Source: an optimization exercise on an open RTL-to-GDS flow (aim: small area and a short achievable clock period). Production flows keep margins and buffers that such runs may drop.

## old
==> flow/design.v <==
module adler32 (
  input         rst_n, clk,
  input         size_valid,
  input  [31:0] size,
  input         data_start,
  input  [ 7:0] data,
  output        checksum_valid,
  output [31:0] checksum
);
  wire busy, in_data, last_data;
  controller ctl( rst_n, clk, size_valid, data_start,
    last_data, checksum_valid, busy, in_data );
  datapath datap( clk, size, busy, data, in_data, last_data, checksum );
endmodule
module controller (
  input      rst_n, clk,
  input      size_valid,
  input      data_start,
  input      last_data,
  output reg checksum_valid,
  output     busy,
  output reg in_data
);
  reg wait_ds;
  wire idle = ~(wait_ds | in_data | checksum_valid);
  wire go   = idle & size_valid;
  assign busy = wait_ds | in_data;
  always @( posedge clk ) begin
    wait_ds        <= rst_n & ( go & ~data_start | wait_ds & ~data_start );
    in_data        <= rst_n & ( ( go | wait_ds ) & data_start | in_data & ~last_data );
    checksum_valid <= rst_n & in_data & last_data;
  end
endmodule
module datapath (
  input         clk,
  input  [31:0] size,
  input         busy,
  input  [ 7:0] data,
  input         in_data,
  output        last_data,
  output [31:0] checksum
);
  reg  [15:0] A, B;
  reg  [31:0] size_cnt;
  assign checksum  = { B, A };
  assign last_data = ( size_cnt == 32'h00000001 );
  always @( posedge clk )
    size_cnt <= busy ? size_cnt - in_data : size;
  wire [15:0] nA;
  modadd8 addA ( A, data, nA );
  wire [7:0] al = A[7:0], bl = B[7:0];
  wire [7:0] x1 = al ^ bl, g1 = al & bl;
  wire [7:0] s1 = x1 ^ data;                      
  wire [8:0] c1 = { g1 | ( x1 & data ), 1'b0 };
  wire [9:0] Z0, Z1, Z2;
  csadd #( 8'd0  ) z0 ( s1, c1, Z0 );
  csadd #( 8'd15 ) z1 ( s1, c1, Z1 );
  csadd #( 8'd30 ) z2 ( s1, c1, Z2 );
  wire [9:0] S0, S1, S2, S3;
  ks #(8) hs0 ( A[15:8], B[15:8], 1'b0, S0 );
  ks #(8) hs1 ( A[15:8], B[15:8], 1'b1, S1 );
  wire [7:0] x2 = A[15:8] ^ B[15:8] ^ 8'h02;
  wire [8:0] c2 = { ( A[15:8] & B[15:8] ) | ( ( A[15:8] | B[15:8] ) & 8'h02 ), 1'b0 };
  ks #(9) hs2 ( { 1'b0, x2 }, c2, 1'b0, S2 );
  ks #(9) hs3 ( { 1'b0, x2 }, c2, 1'b1, S3 );
  function [9:0] pick;
    input [1:0] q;
    input [9:0] a0, a1, a2, a3;
    case( q )
      2'd0: pick = a0;
      2'd1: pick = a1;
      2'd2: pick = a2;
      default: pick = a3;
    endcase
  endfunction
  wire [9:0] H0 = pick( Z0[9:8], S0, S1, S2, S3 );
  wire [9:0] H1 = pick( Z1[9:8], S0, S1, S2, S3 );
  wire [9:0] H2 = pick( Z2[9:8], S0, S1, S2, S3 );
  wire       ge2 = H2[9];
  wire       ge1 = H1[9] | H1[8];
  wire [15:0] nB = ge2 ? { H2[7:0], Z2[7:0] } :
                   ge1 ? { H1[7:0], Z1[7:0] } :
                         { H0[7:0], Z0[7:0] };
  always @( posedge clk ) begin
    A <= in_data ? nA : 16'd1;
    B <= in_data ? nB : 16'd0;
  end
endmodule
module csadd #( parameter [7:0] K = 8'd0 ) (
  input  [7:0] s,
  input  [8:0] c,
  output [9:0] z
);
  wire [8:0] s2 = { c[8], s ^ c[7:0] ^ K };
  wire [9:0] c2 = { c[8] & 1'b0, ( s & c[7:0] ) | ( ( s | c[7:0] ) & K ), 1'b0 };
  wire [9:0] zz;
  ks #(9) add ( s2, c2[8:0], 1'b0, zz );
  assign z = zz;
endmodule
module modadd8 (
  input  [15:0] x,
  input  [ 7:0] d,
  output [15:0] y
);
  wire [9:0] lo, s15;
  ks #(8) add_lo ( x[7:0], d, 1'b0, lo );
  wire [7:0] cs_s = x[7:0] ^ d ^ 8'h0f;
  wire [8:0] cs_c = { ( x[7:0] & d ) | ( ( x[7:0] | d ) & 8'h0f ), 1'b0 };
  ks #(9) add_15 ( { 1'b0, cs_s }, cs_c, 1'b0, s15 );
  wire       hff  = &x[15:8];
  wire       hfe  = ( x[15:8] == 8'hfe );
  wire       wrap = hff & ( s15[9] | s15[8] ) | hfe & s15[9];
  wire [7:0] hi1  = x[15:8] + 1'b1;
  wire [7:0] hi   = lo[8] ? hi1 : x[15:8];
  assign y = wrap ? { 8'h00, s15[7:0] } : { hi, lo[7:0] };
endmodule
module ks #( parameter W = 8 ) (
  input  [W-1:0] a, b,
  input          ci,
  output [9:0]   s
);
  localparam L = $clog2( W );
  wire [W-1:0] g [0:L];
  wire [W-1:0] p [0:L];
  assign g[0] = a & b;
  assign p[0] = a ^ b;
  genvar i, j;
  generate
    for( j = 0; j < L; j = j + 1 ) begin : lvl
      for( i = 0; i < W; i = i + 1 ) begin : bt
        if( i >= ( 1 << j ) ) begin : mrg
          assign g[j+1][i] = g[j][i] | p[j][i] & g[j][i-(1<<j)];
          assign p[j+1][i] = p[j][i] & p[j][i-(1<<j)];
        end else begin : pas
          assign g[j+1][i] = g[j][i];
          assign p[j+1][i] = p[j][i];
        end
      end
    end
  endgenerate
  wire [W:0] c = { g[L] | p[L] & { W{ci} }, ci };
  wire [W:0] r = { c[W], p[0] ^ c[W-1:0] };
  assign s = r;
endmodule
==> flow/config.mk <==
export PLATFORM = sky130hd
export DESIGN_NAME = adler32
export DESIGN_NICKNAME = adler32
export VERILOG_FILES = /design/flow/design.v
export SDC_FILE = /design/flow/constraint.sdc
export NUM_CORES = 4
export LEC_CHECK = 0
export ABC_AREA = 1
export CAP_MARGIN = 20
export CORE_MARGIN = 2
export CORE_UTILIZATION = 40
export SETUP_SLACK_MARGIN = 3.0
export SLEW_MARGIN = 20
==> flow/constraint.sdc <==
create_clock -name core_clock -period 6.5 [get_ports {clk}]
set_input_delay 1.3000 -clock core_clock [delete_from_list [all_inputs] [get_ports {clk}]]
set_output_delay 1.3000 -clock core_clock [all_outputs]
set_load 0.01 [all_outputs]
standard.sh (not shown) runs the stock make flow with config.mk's settings and CLKGATE_MAP_FILE= SYNTH_SCRIPT=/design/flow/synth_recipe.tcl, a recipe that flattens the netlist after the stock synthesis.
==> flow/flow/run.sh <==
#!/bin/bash
# The standard ORFS layout with two changes:
#  - Yosys's full/half-adder extraction is off (ADDER_MAP_FILE empty), so
#    ABC maps all of the arithmetic itself;
#  - ports are buffered with buf_2 instead of the default delay buffer.
set -u
export ADDER_MAP_FILE=
export BUFFER_PORTS_ARGS="-buffer_cell sky130_fd_sc_hd__buf_2"
bash standard.sh > standard.log 2>&1
old did not stop at any stage, and its layout met the timing, design-rule and antenna checks.
Edits applied to the flow inputs when going from old to new:
--- a/flow/config.mk
+++ b/flow/config.mk
@@ -12 +11,0 @@
-export SETUP_SLACK_MARGIN = 3.0
Notes after the runs:
[new] final critical delay including setup and external delays rose 0.61 ns relative to old. Taking old as the reference point, the non-clock buffer count of new falls by about 8%. Per the comparison of new with old, required time at the endpoint of the critical path level; part of the cycle the worst path needs moved up; endpoint arrival time on the critical path moved up. [diff] design area, new relative to old: improvement. Compared old against new; relative slew slack within noise. old ended up with datap.B[5] as its capturing element of the worst setup path; new ended up with datap.B[1].
Function was not checked in any run of this note: the RTL went through the layout flow alone.

port drivers added, routing unchanged:
Ports are ideal in the flow. The routed layouts listed here were re-timed in OpenROAD. Step 1: set_driving_cell puts a clkbuf_16 on clk and a buf_2 on each other input, an assumption about the parent block. Step 2 also shifts input and output timing later by t, the mid clock arrival at the registers, as if the neighbouring blocks saw the same clock. a / b / c = ideal / step 1 / step 2; a / b = the first two.
run | t (ns) | slack for setup (ns) | hold slack, ns | latest minus earliest clock arrival (ns) | cell pins on the clock port's net
old | 0.388 | 3.197 / 3.214 / 2.826 | 0.470 / 0.470 / 0.470 | 0.013 / 0.014 | 1
new | 0.388 | 2.588 / 2.609 / 2.221 | 0.470 / 0.470 / 0.470 | 0.013 / 0.013 | 1
After both steps every run listed still meets setup and hold. For old, which loses most, drivers alone change the setup slack by +0.017 ns; drivers and shift together by -0.371 ns.
